From an optimization exercise on the open Yosys and OpenROAD flow, aimed at small area; shortcuts taken in it are not production practice.
In this exercise RTL edits were held to simulation tests only and were not proved equivalent to the original.
Power is estimated from default activity; no workload was simulated.

==> design.v <==
`timescale 1ns / 1ps
module ram(
  input        CLK_I,
  input        RST_N_I,
  input        WR_EN_I,
  input  [7:0] WR_ADDR_I,
  input        RD_EN_I,
  input  [7:0] RD_ADDR_I,
  input  [7:0] DATA_IN_I,
  output [7:0] DATA_OUT_O
);
reg       wr_q;    
reg       rd_q;    
reg [7:0] data_out_r;
reg [7:0] mem [0:255];
assign DATA_OUT_O = data_out_r;
wire idle = ~wr_q & ~rd_q;
always @(posedge CLK_I) begin
  wr_q <= RST_N_I & idle & WR_EN_I;
  rd_q <= RST_N_I & idle & ~WR_EN_I & RD_EN_I;
end
wire [7:0]  wdata = DATA_IN_I & {8{RST_N_I}};
wire [15:0] wlo_n, whi_n;    
genvar i, w, b;
generate
  for (i = 0; i < 16; i = i + 1) begin : g_wdec
    assign wlo_n[i] = ~(~RST_N_I | (wr_q & (WR_ADDR_I[3:0] == i)));
    assign whi_n[i] = ~(~RST_N_I | (WR_ADDR_I[7:4] == i));
  end
  for (w = 0; w < 256; w = w + 1) begin : g_word
    wire we;
    rd_nor2 u_we (.a(wlo_n[w % 16]), .b(whi_n[w / 16]), .y(we));
    always @(posedge CLK_I)
      if (we) mem[w] <= wdata;
  end
endgenerate
wire [15:0] lsel;            
wire [15:0] hsel_n;          
generate
  for (i = 0; i < 16; i = i + 1) begin : g_rdec
    assign lsel[i]   = (RD_ADDR_I[3:0] == i);
    assign hsel_n[i] = ~(RST_N_I & (RD_ADDR_I[7:4] == i));
  end
endgenerate
wire [7:0] rdata;
generate
  for (b = 0; b < 8; b = b + 1) begin : g_bit
    wire [15:0] gn;          
    for (i = 0; i < 16; i = i + 1) begin : g_grp
      wire [15:0] d;
      for (w = 0; w < 16; w = w + 1) begin : g_d
        assign d[w] = mem[16*i + w][b];
      end
      rd_grp16 u_grp (.d(d), .sel(lsel), .y_n(gn[i]));
    end
    rd_out16 u_out (.g_n(gn), .sel_n(hsel_n), .y(rdata[b]));
  end
endgenerate
always @(posedge CLK_I)
  if (~RST_N_I | rd_q)
    data_out_r <= rdata;
endmodule
module rd_aoi3(input [2:0] a, input [2:0] s, output y_n);
assign y_n = ~|(a & s);
endmodule
module rd_nand3(input a, input b, input c, output y);
assign y = ~(a & b & c);
endmodule
module rd_nand2(input a, input b, output y);
assign y = ~(a & b);
endmodule
module rd_nor2(input a, input b, output y);
assign y = ~(a | b);
endmodule
module rd_grp16(
  input  [15:0] d,
  input  [15:0] sel,
  output        y_n
);
wire [5:0] t_n;
wire [1:0] u;
rd_aoi3  u0 (.a(d[2:0]),   .s(sel[2:0]),   .y_n(t_n[0]));
rd_aoi3  u1 (.a(d[5:3]),   .s(sel[5:3]),   .y_n(t_n[1]));
rd_aoi3  u2 (.a(d[8:6]),   .s(sel[8:6]),   .y_n(t_n[2]));
rd_aoi3  u3 (.a(d[11:9]),  .s(sel[11:9]),  .y_n(t_n[3]));
rd_aoi3  u4 (.a(d[14:12]), .s(sel[14:12]), .y_n(t_n[4]));
rd_nand2 u5 (.a(d[15]), .b(sel[15]), .y(t_n[5]));
rd_nand3 u6 (.a(t_n[0]), .b(t_n[1]), .c(t_n[2]), .y(u[0]));
rd_nand3 u7 (.a(t_n[3]), .b(t_n[4]), .c(t_n[5]), .y(u[1]));
rd_nor2  u8 (.a(u[0]), .b(u[1]), .y(y_n));
endmodule
module rd_oai22(input [1:0] a, input [1:0] s, output y);
assign y = ~((a[0] | s[0]) & (a[1] | s[1]));
endmodule
module rd_nor4(input [3:0] a, output y);
assign y = ~|a;
endmodule
module rd_out16(
  input  [15:0] g_n,
  input  [15:0] sel_n,
  output        y
);
wire [7:0] t;
wire [1:0] u_n;
genvar k;
generate
  for (k = 0; k < 8; k = k + 1) begin : g_t
    rd_oai22 u_t (.a(g_n[2*k+1:2*k]), .s(sel_n[2*k+1:2*k]), .y(t[k]));
  end
endgenerate
rd_nor4  u0 (.a(t[3:0]), .y(u_n[0]));
rd_nor4  u1 (.a(t[7:4]), .y(u_n[1]));
rd_nand2 u2 (.a(u_n[0]), .b(u_n[1]), .y(y));
endmodule
==> flow/run.sh <==
#!/bin/bash
set -e -o pipefail
export CTS_ARGS="-sink_clustering_enable -repair_clock_nets -sink_clustering_size 10 -sink_clustering_max_diameter 35 -buf_list sky130_fd_sc_hd__clkbuf_4 -dont_use_dummy_load"
export BUFFER_PORTS_ARGS="-buffer_cell sky130_fd_sc_hd__buf_1"
bash standard.sh > standard.log 2>&1
==> standard.sh <==
#!/bin/bash
# synth_recipe.tcl (not shown) runs the flow's synth.tcl, then flattens the netlist and writes it again
# the make line also repeats each setting of config.mk as NAME=value (left out here)
make -C /OpenROAD-flow-scripts/flow DESIGN_CONFIG=/design/flow/config.mk WORK_HOME=/design/flow/orfs CLKGATE_MAP_FILE= SYNTH_SCRIPT=/design/flow/synth_recipe.tcl "${@:-finish}"
==> config.mk <==
export PLATFORM = sky130hd
export DESIGN_NAME = ram
export DESIGN_NICKNAME = ram
export VERILOG_FILES = /design/flow/design.v
export SDC_FILE = /design/flow/constraint.sdc
export NUM_CORES = 4
export LEC_CHECK = 0
export CAP_MARGIN = 20
export CORE_MARGIN = 2
export CORE_UTILIZATION = 60
export CTS_BUF_LIST = sky130_fd_sc_hd__clkbuf_4
export CTS_CLUSTER_DIAMETER = 35
export CTS_CLUSTER_SIZE = 10
export SLEW_MARGIN = 20
export SYNTH_HIERARCHICAL = 1
export SYNTH_MINIMUM_KEEP_SIZE = 0
==> constraint.sdc <==
create_clock -name core_clock -period 8.0 [get_ports {CLK_I}]
set_input_delay 1.6000 -clock core_clock [delete_from_list [all_inputs] [get_ports {CLK_I}]]
set_output_delay 1.6000 -clock core_clock [all_outputs]
set_load 0.01 [all_outputs]
==> results of run 1 <==
[stage by stage]
stage / cell area [sq um] / std cells / setup slack (ns)
after floorplan: 72700 / 3665 / 0.266
after global placement: 75800 / 5391 / 2.07
after detailed placement: 75800 / 5392 / 2.10
after CTS: 78100 / 5697 / 3.45
after global routing: 78100 / 5702 / 3.13
final: 78100 / 5706 / 3.17
[worst paths after layout]
check | to | start
max | data_out_r[0]$_DFFE_PP_ | RD_ADDR_I[1]
min | rd_q$_DFF_P_ | WR_EN_I
max reg2reg | mem[40][2]$_DFFE_PP_ | wr_q$_DFF_P_
min reg2reg | rd_q$_DFF_P_ | wr_q$_DFF_P_
[sequential cells by signal, indices dropped and copies added (netlist names)]
| signal | cells |
|---|---|
| rd_q | 1 |
| data_out_r | 8 |
| wr_q | 1 |
| mem | 2048 |
[cells by family after synthesis]
| kind of cell | after synthesis | synth area share (%) |
|---|---|---|
| AO/OA/AOI/OAI | 736 | 9.68 |
| buffers and inverters | 8 | 0.0723 |
| AND/OR/NAND/NOR | 863 | 5.24 |
| flip-flops | 2058 | 85.0 |
[cell type report]
class | count | share of cell area, %
Inverter | 1 | 0.00480
Multi-Input combinational cell | 1599 | 14.1
Antenna cell | 7 | 0.0224
Sequential cell | 2058 | 79.1
Timing Repair Buffer | 124 | 1.27
Clock buffer | 305 | 2.93
Tap cell | 1612 | 2.58
[cell usage after synthesis]
cell type,count
sky130_fd_sc_hd__a222oi_1,640
sky130_fd_sc_hd__nand3_1,262
sky130_fd_sc_hd__nor3_1,6
sky130_fd_sc_hd__and3_1,1
sky130_fd_sc_hd__a21oi_1,9
sky130_fd_sc_hd__nor2_1,396
sky130_fd_sc_hd__inv_2,1
sky130_fd_sc_hd__o21a_1,6
sky130_fd_sc_hd__nand2b_1,8
sky130_fd_sc_hd__nor3b_1,1
sky130_fd_sc_hd__nor2b_1,6
sky130_fd_sc_hd__nor4b_1,1
sky130_fd_sc_hd__a41oi_1,1
sky130_fd_sc_hd__and2_1,8
sky130_fd_sc_hd__dfxtp_1,2
sky130_fd_sc_hd__nand3b_1,2
sky130_fd_sc_hd__edfxtp_1,2056
sky130_fd_sc_hd__buf_6,1
sky130_fd_sc_hd__buf_2,3
sky130_fd_sc_hd__o41a_1,2
sky130_fd_sc_hd__and3b_1,2
sky130_fd_sc_hd__o31a_1,8
sky130_fd_sc_hd__nor4_2,16
sky130_fd_sc_hd__nor3b_2,1
sky130_fd_sc_hd__nand2_1,152
sky130_fd_sc_hd__o22ai_1,64
sky130_fd_sc_hd__a31oi_1,6
sky130_fd_sc_hd__nor4_1,1
sky130_fd_sc_hd__buf_4,3
[Yosys stat by module (local to each module, per instance), excerpt]
module | flops+latches | times used | cell area [sq um] | cells inside
ram | 2058 | 1 | 62400 | 2169
rd_nor4 | 0 | 16 | 12.5 | 1
rd_aoi3 | 0 | 640 | 10.0 | 1
rd_oai22 | 0 | 64 | 6.26 | 1
rd_nand3 | 0 | 256 | 5.00 | 1
rd_nand2 | 0 | 136 | 3.75 | 1
rd_nor2 | 0 | 384 | 3.75 | 1
[power by group through the flow]
| stage | registers, mW | clock network [mW] | logic, mW |
|---|---|---|---|
| final | 12.5 | 4.91 | 1.10 |
| after detailed placement | 12.8 | 0 | 1.09 |
| after floorplan | 12.8 | 0 | 0.571 |
| after global placement | 12.7 | 0 | 1.05 |
| after global routing | 12.6 | 5.47 | 1.16 |
| after CTS | 12.5 | 5.03 | 1.09 |
[metal layers]
layer  wire, microns  vias to the layer above
met3           24900                      316
met2           89300                     2788
met5              65                        -
met1           74300                    21000
met4            4740                       12
li1                -                    17200
==> tab_implementation.tex, run 1 <==
\begin{tabular}{lr}
\hline
Metric & Value \\
\hline
\multicolumn{2}{l}{\textbf{Status}} \\
\quad Run status & no timing/DRC/antenna violations \\
\multicolumn{2}{l}{\textbf{Pwr}} \\
\quad Power, Total & 18.5 mW \\
\quad Leakage Power & 26.0 nW \\
\quad Total power density per cell area & 237 nW/um\^{}2 \\
\quad Proportion of power drawn by the clock network & 26.5\% \\
\quad Internal power consumption & 14.4 mW \\
\quad Switch Pwr & 4.17 mW \\
\quad Fraction of power spent switching nets & 22.5\% \\
\quad Maximum VDD drop & 180 uV \\
\quad Proportion of power drawn by flip-flops and latches & 67.6\% \\
\quad Combinational cell fraction of total power & 5.9\% \\
\multicolumn{2}{l}{\textbf{Critical path}} \\
\quad Kind of end point of the critical path & flip-flop \\
\quad Req. time, crit path & 9.09 ns \\
\quad Critical path class & in -> reg \\
\quad Largest fanout on the critical path & 40 \\
\quad Data arrival time at the worst-slack endpoint & 5.92 ns \\
\quad Worst path cell trace & buf\_1, nand2b\_1, nor2\_4, buf\_4, buf\_4, a222oi\_1, nand3\_1, nor2\_1, o22ai\_1, nor4\_2, nand2\_1 \\
\quad Slowest cell on the critical path & sky130\_fd\_sc\_hd\_\_nor2\_4 \\
\quad Internal reg-to-reg setup slack & 5.26 ns \\
\quad Maximum cell stage delay along the critical path & 0.81 ns \\
\quad R2r worst-path depth & 3 \\
\quad Critical path launch point type & input pin \\
\quad Crit-path leading delay family & simple AND/OR/NAND/NOR gates \\
\quad Number of buffer and inverter stages on the critical path & 3 \\
\quad Path length in cells of the critical path & 11 \\
\quad CP most frequent cell & sky130\_fd\_sc\_hd\_\_buf\_4 \\
\multicolumn{2}{l}{\textbf{Logic synthesis}} \\
\quad Synth Instances & 3,665 \\
\quad Cell area after technology mapping & 72,700 sq um \\
\quad Net count after synthesis & 3,693 \\
\quad Top cell type by total area after synthesis & sky130\_fd\_sc\_hd\_\_edfxtp\_1 \\
\quad Sequential-to-total area share from yosys stat & 85.0\% \\
\quad Post-synthesis sequential element count & 2,058 \\
\quad Average size of a mapped cell & 19.8 sq um \\
\quad Top post-synthesis cells by area & sky130\_fd\_sc\_hd\_\_edfxtp\_1 (85\%), sky130\_fd\_sc\_hd\_\_a222oi\_1 (8.8\%), sky130\_fd\_sc\_hd\_\_nor2\_1 (2.0\%) \\
\quad Total number of yosys warnings & 8 \\
\quad Number of distinct standard cells referenced by the synthesized netlist & 29 \\
\quad Top-area cell type share of the netlist area & 84.9\% \\
\multicolumn{2}{l}{\textbf{Place}} \\
\quad Post-detail-place hpwl & 112,000 microns \\
\quad Port buffer count & 35 \\
\quad Final weighted congestion of routability-driven global placement & 0.853 \\
\multicolumn{2}{l}{\textbf{CTS}} \\
\quad Clock latency reported for the late side of the worst-skew pair & 1.29 ns \\
\quad Longest Clk Path Bufs & 4 \\
\quad Inserted Clock Buffers & 305 \\
\quad Number of clock sinks seen by CTS & 2,058 \\
\quad Number of setup buffers added after CTS & 0 \\
\quad Number of buffers added to fix hold violations after cts & 0 \\
\quad Post-cts sizing count & 0 \\
\quad TritonCTS clock tree & built \\
\quad Number of levels the H-tree was split into & 5 \\
\quad Register clock-pin slew on the reported worst setup and hold paths & 0.07 ns \\
\quad CTS Root Buffer Type & sky130\_fd\_sc\_hd\_\_clkbuf\_4 \\
\multicolumn{2}{l}{\textbf{GRT}} \\
\quad Overflow left after global routing & 0 \\
\quad Number of global-route vias before repair & 40,400 \\
\quad Grt peak-use layer & met2 \\
\quad Maximum number of pins on one net before global-route repair & 193 \\
\quad Global routing met3 resource utilization & 7.67\% \\
\quad GRT met1 Usage & 45.8\% \\
\quad Antenna violations before repair & 16 \\
\quad First-pass GRT wire length & 278,000 microns \\
\quad Global-route met2 utilization & 47.2\% \\
\quad Gr usage total & 31.2\% \\
\multicolumn{2}{l}{\textbf{Finish}} \\
\quad Most frequent cells in the layout & sky130\_fd\_sc\_hd\_\_edfxtp\_1 (2,056), sky130\_fd\_sc\_hd\_\_a222oi\_1 (640), sky130\_fd\_sc\_hd\_\_nor2\_1 (387) \\
\quad Layout fillers & 8,271 \\
\quad Most common library cell in the layout ignoring fill and taps & sky130\_fd\_sc\_hd\_\_edfxtp\_1 \\
\quad Fraction of final layout cells sized beyond drive strength 1 & 11.0\% \\
\quad Multi-input gate area & 11,000 sq um \\
\quad Register cell area after layout & 61,800 sq um \\
\quad Final design utilization & 65.1\% \\
\quad Synthesis-to-finish area growth & 7.52\% \\
\quad Total Nets Final & 4,117 \\
\multicolumn{2}{l}{\textbf{Floorplanning}} \\
\quad Die Span Y & 352 microns \\
\quad Width of the die & 352 microns \\
\quad Number of placement rows & 127 \\
\quad Initial Utilization & 60.6\% \\
\quad Top-level I/O count & 36 \\
\quad Die ar. & 124,000 sq um \\
\quad Placeable core area & 120,000 sq um \\
\multicolumn{2}{l}{\textbf{Route}} \\
\quad Vias post-DR & 41,200 \\
\quad Router iterations before antenna repair & 12 \\
\quad Detailed-route DRC error count & 0 \\
\quad Post-route antenna net violation count & 0 \\
\quad Wire length per cell after detailed routing & 33.9 microns \\
\quad Via density per instance & 7.23 \\
\quad Routed wire length & 193,000 microns \\
\quad Iter 0 DRT Violations & 7,995 \\
\multicolumn{2}{l}{\textbf{Timing}} \\
\quad Max-Slew Margin vs Limit & 19.3\% \\
\quad RSZ-0062 raised after global routing & no \\
\quad Upper clock frequency limit & 0.207 GHz \\
\quad Final critical delay including setup and external delays & 4.83 ns \\
\quad Worst hold-check slack & 0.512 ns \\
\quad Final hold violation count & 0 \\
\quad Skew final & 0.105 ns \\
\quad Setup tns final & 0 ns \\
\quad Slew at the pin closest to its max-slew limit & 1.21 ns \\
\quad Post-route fraction of the period consumed by the critical path & 60.3\% \\
\quad Final-report setup violation count & 0 \\
\quad Count of final max-slew check failures & 0 \\
\multicolumn{2}{l}{\textbf{Worst hold path}} \\
\quad Type of the tightest min-delay check & in -> reg \\
\quad Hold path cells & 2 \\
\multicolumn{2}{l}{\textbf{Flow run}} \\
\quad Maximum Capacitance Violations & 0 \\
\hline
\end{tabular}
==> inputs of run 2 (changes only) <==
==> config.mk (replaced) <==
export PLATFORM = sky130hd
export DESIGN_NAME = ram
export DESIGN_NICKNAME = ram
export VERILOG_FILES = /design/flow/design.v
export SDC_FILE = /design/flow/constraint.sdc
export NUM_CORES = 4
export LEC_CHECK = 0
export CAP_MARGIN = 10
export CORE_MARGIN = 2
export CORE_UTILIZATION = 50
export CTS_BUF_LIST = sky130_fd_sc_hd__clkbuf_4
export CTS_CLUSTER_DIAMETER = 35
export CTS_CLUSTER_SIZE = 10
export SLEW_MARGIN = 10
export SYNTH_HIERARCHICAL = 1
export SYNTH_MINIMUM_KEEP_SIZE = 0
==> run 2 against run 1 <==
Die area increased by 20%. Critical endpoint is now data_out_r[1]$_DFFE_PP_. Non-clock buffer count decreased by 22. Via count down 1.0%. Count of clock-buffer cells in the layout up 18.
==> tab_implementation.tex, run 2 <==
\begin{tabular}{lr}
\hline
Metric & Value \\
\hline
\multicolumn{2}{l}{\textbf{Status}} \\
\quad Run status & no timing/DRC/antenna violations \\
\multicolumn{2}{l}{\textbf{GRT}} \\
\quad Antenna violations before repair & 7 \\
\quad Number of global-route vias before repair & 39,300 \\
\quad Overflow left after global routing & 0 \\
\quad First-pass GRT wire length & 277,000 microns \\
\quad Maximum number of pins on one net before global-route repair & 217 \\
\quad Gr usage total & 26.0\% \\
\multicolumn{2}{l}{\textbf{Finish}} \\
\quad Fraction of final layout cells sized beyond drive strength 1 & 11.1\% \\
\quad Most frequent cells in the layout & sky130\_fd\_sc\_hd\_\_edfxtp\_1 (2,056), sky130\_fd\_sc\_hd\_\_a222oi\_1 (640), sky130\_fd\_sc\_hd\_\_nor2\_1 (387) \\
\quad Flip-flop count of the largest register after layout & 2,048 \\
\quad Registers with the most flip-flops & mem (2048), data\_out\_r (8) \\
\quad Final design utilization & 54.5\% \\
\quad Register with the most flip-flops & mem \\
\quad Synthesis-to-finish area growth & 8.04\% \\
\quad Most common library cell in the layout ignoring fill and taps & sky130\_fd\_sc\_hd\_\_edfxtp\_1 \\
\quad Total Nets Final & 4,113 \\
\multicolumn{2}{l}{\textbf{Floorplanning}} \\
\quad Width of the die & 385 microns \\
\quad Top-level I/O count & 36 \\
\quad Die Span Y & 385 microns \\
\quad Die ar. & 148,000 sq um \\
\quad Number of placement rows & 139 \\
\quad Placeable core area & 144,000 sq um \\
\quad Initial Utilization & 50.5\% \\
\multicolumn{2}{l}{\textbf{Logic synthesis}} \\
\quad Synth Instances & 3,665 \\
\quad Top\_reg\_cell synth & sky130\_fd\_sc\_hd\_\_edfxtp\_1 \\
\quad Most frequently used cell type in the post-synthesis netlist & sky130\_fd\_sc\_hd\_\_edfxtp\_1 \\
\quad Top cell type by total area after synthesis & sky130\_fd\_sc\_hd\_\_edfxtp\_1 \\
\quad Cell area after technology mapping & 72,700 sq um \\
\quad Post-synth top cells & sky130\_fd\_sc\_hd\_\_edfxtp\_1 (2,056), sky130\_fd\_sc\_hd\_\_a222oi\_1 (640), sky130\_fd\_sc\_hd\_\_nor2\_1 (396) \\
\quad Post-synthesis sequential element count & 2,058 \\
\quad Sequential-to-total area share from yosys stat & 85.0\% \\
\quad Net count after synthesis & 3,693 \\
\quad Share of synthesized registers carrying an async set or reset & 0\% \\
\quad Number of distinct standard cells referenced by the synthesized netlist & 29 \\
\quad Average size of a mapped cell & 19.8 sq um \\
\quad Top post-synthesis cells by area & sky130\_fd\_sc\_hd\_\_edfxtp\_1 (85\%), sky130\_fd\_sc\_hd\_\_a222oi\_1 (8.8\%), sky130\_fd\_sc\_hd\_\_nor2\_1 (2.0\%) \\
\quad Total number of yosys warnings & 8 \\
\quad Top-area cell type share of the netlist area & 84.9\% \\
\quad Number of enable-type register cells in the synthesized netlist & 2,056 \\
\multicolumn{2}{l}{\textbf{CTS}} \\
\quad TritonCTS clock tree & built \\
\quad Longest Clk Path Bufs & 4 \\
\quad Post-cts sizing count & 0 \\
\quad Clock latency reported for the late side of the worst-skew pair & 1.30 ns \\
\quad Inserted Clock Buffers & 323 \\
\quad Number of levels the H-tree was split into & 5 \\
\quad Number of setup buffers added after CTS & 0 \\
\quad Number of buffers added to fix hold violations after cts & 0 \\
\quad CTS Root Buffer Type & sky130\_fd\_sc\_hd\_\_clkbuf\_4 \\
\quad Register clock-pin slew on the reported worst setup and hold paths & 0.08 ns \\
\quad Number of clock sinks seen by CTS & 2,058 \\
\multicolumn{2}{l}{\textbf{Timing}} \\
\quad RSZ-0062 raised after global routing & no \\
\quad Post-route fraction of the period consumed by the critical path & 53.1\% \\
\quad Skew final & 0.118 ns \\
\quad Final hold violation count & 0 \\
\quad Upper clock frequency limit & 0.235 GHz \\
\quad Max-Slew Margin vs Limit & 21.2\% \\
\quad Final-report setup violation count & 0 \\
\quad Final critical delay including setup and external delays & 4.25 ns \\
\quad Setup tns final & 0 ns \\
\quad Slew at the pin closest to its max-slew limit & 1.18 ns \\
\quad Count of final max-slew check failures & 0 \\
\multicolumn{2}{l}{\textbf{Route}} \\
\quad Detailed-route DRC error count & 0 \\
\quad Iter 0 DRT Violations & 7,050 \\
\quad Via density per instance & 6.81 \\
\quad Post-route antenna net violation count & 0 \\
\quad Routed wire length & 194,000 microns \\
\quad Wire length per cell after detailed routing & 32.4 microns \\
\quad Router iterations before antenna repair & 13 \\
\quad Vias post-DR & 40,800 \\
\multicolumn{2}{l}{\textbf{Place}} \\
\quad Port buffer count & 35 \\
\quad Post-detail-place hpwl & 108,000 microns \\
\quad Final weighted congestion of routability-driven global placement & 0.850 \\
\multicolumn{2}{l}{\textbf{Critical path}} \\
\quad Data arrival time at the worst-slack endpoint & 5.28 ns \\
\quad Largest fanout on the critical path & 49 \\
\quad Req. time, crit path & 9.03 ns \\
\quad Kind of end point of the critical path & flip-flop \\
\quad Critical path class & in -> reg \\
\quad Critical path launch point type & input pin \\
\multicolumn{2}{l}{\textbf{Pwr}} \\
\quad Leakage Power & 26.0 nW \\
\quad Total power density per cell area & 239 nW/um\^{}2 \\
\quad Maximum VDD drop & 96.1 uV \\
\multicolumn{2}{l}{\textbf{Worst hold path}} \\
\quad Type of the tightest min-delay check & in -> reg \\
\multicolumn{2}{l}{\textbf{Flow run}} \\
\quad Maximum Capacitance Violations & 0 \\
\hline
\end{tabular}
run 2: cell count changes in the layout (fill, tap and decap cells not counted), sizes merged:
cell	delta
buf	-22
clkbuf	+18
diode	+6
run 2: final timing paths:
check | startpoint | to | slack, ns | depth (start not counted)
worst min register to register | wr_q$_DFF_P_ | wr_q$_DFF_P_ | 0.60 | 1
worst min-delay path | WR_EN_I | rd_q$_DFF_P_ | 0.54 | 2
worst max-delay path | RD_ADDR_I[1] | data_out_r[1]$_DFFE_PP_ | 3.75 | 11
worst max register to register | wr_q$_DFF_P_ | mem[152][3]$_DFFE_PP_ | 5.17 | 3
run 2: modules after synthesis, one instance, submodules excluded, a selection:
module / times used / cells
rd_nand2: 136 / 1
rd_nand3: 256 / 1
rd_aoi3: 640 / 1
rd_nor2: 384 / 1
rd_nor4: 16 / 1
ram: 1 / 2169
rd_oai22: 64 / 1
run 2: kinds of logic after synthesis:
logic type | after synthesis | share of synthesized area (%)
DFF | 2058 | 85.0
and+or+nand+nor | 863 | 5.24
buffers and inverters | 8 | 0.0723
AOI/OAI and AO/OA | 736 | 9.68
run 2: report_power, final:
part,switching [mW],internal [mW]
sequential,0.120,12.4
clock,3.26,1.86
combinational,0.907,0.189
run 2: cell type report:
class                   count  area [sq um]
diodes                     13          32.5
clock buffers             323          2420
fillers                 11200         65500
inverters                   1          3.75
multi-input cells        1599         11100
flip-flops and latches   2058         61800
well taps                1903          2380
repair buffers            102           822
run 2: metal layers:
layer / GRT usage (%) / vias up / share of wire (%) / wire length (microns)
met5: 0 / - / 0.010 / 20
met4: 8.11 / 4 / 2.7 / 5280
met3: 5.43 / 330 / 12 / 23000
met2: 39.2 / 2498 / 46 / 89400
met1: 38.3 / 20800 / 39 / 76500
li1: - / 17200 / - / -
run 2: worst max-delay path: stages:
cell and delay (ns):
sky130_fd_sc_hd__buf_1 0.42, sky130_fd_sc_hd__nand2b_1 0.46, sky130_fd_sc_hd__nor2_4 0.07, sky130_fd_sc_hd__buf_4 0.34, sky130_fd_sc_hd__buf_4 0.42, sky130_fd_sc_hd__a222oi_1 0.48
sky130_fd_sc_hd__nand3_1 0.23, sky130_fd_sc_hd__nor2_1 0.23, sky130_fd_sc_hd__o22ai_1 0.23, sky130_fd_sc_hd__nor4_2 0.58, sky130_fd_sc_hd__nand2_1 0.09
run 2: stage by stage:
stage	power, mW	cell area, sq um	setup slack [ns]	instances	hold WS [ns]
after floorplan	13.3	72700	0.266	3665	0.508
after global placement	13.8	76100	2.50	5663	0.568
after detailed placement	13.9	76100	2.49	5663	0.578
after CTS	18.9	78500	3.90	5986	0.396
after global routing	19.4	78500	3.75	5997	0.433
final	18.7	78500	3.75	5999	0.542

[separate check: timing with driven ports]
No port has a modelled driver above. Below, the same layouts with a new extraction and two added sets of constraints.
Step 1 sets driving cells, clkbuf_16 on the clock port and buf_2 on the other inputs (assumed; they add their load-dependent delay and slew).
Step 2 times the ports against the registers' clock, not the clock port: input delays grow and output delays shrink by t, the midpoint of the rising clock arrivals with the driver on.
Three values: ideal ports, drivers, drivers and shift; two values: the first two.
run | shift t [ns] | setup WS [ns] | hold slack, ns | worst setup path at the end | slew at the worst register clock pin (ns)
run 1 | 1.317 | 3.174 / 3.201 / 1.883 | 0.512 / 0.469 / 0.637 | input to register | 0.11 / 0.11
run 2 | 1.332 | 3.749 / 3.800 / 2.468 | 0.542 / 0.491 / 0.601 | input to register | 0.11 / 0.11
After both steps setup and hold are still met in every run listed. The setup slack of run 1, which loses most, moves by +0.027 ns with the drivers and by -1.291 ns with both steps.
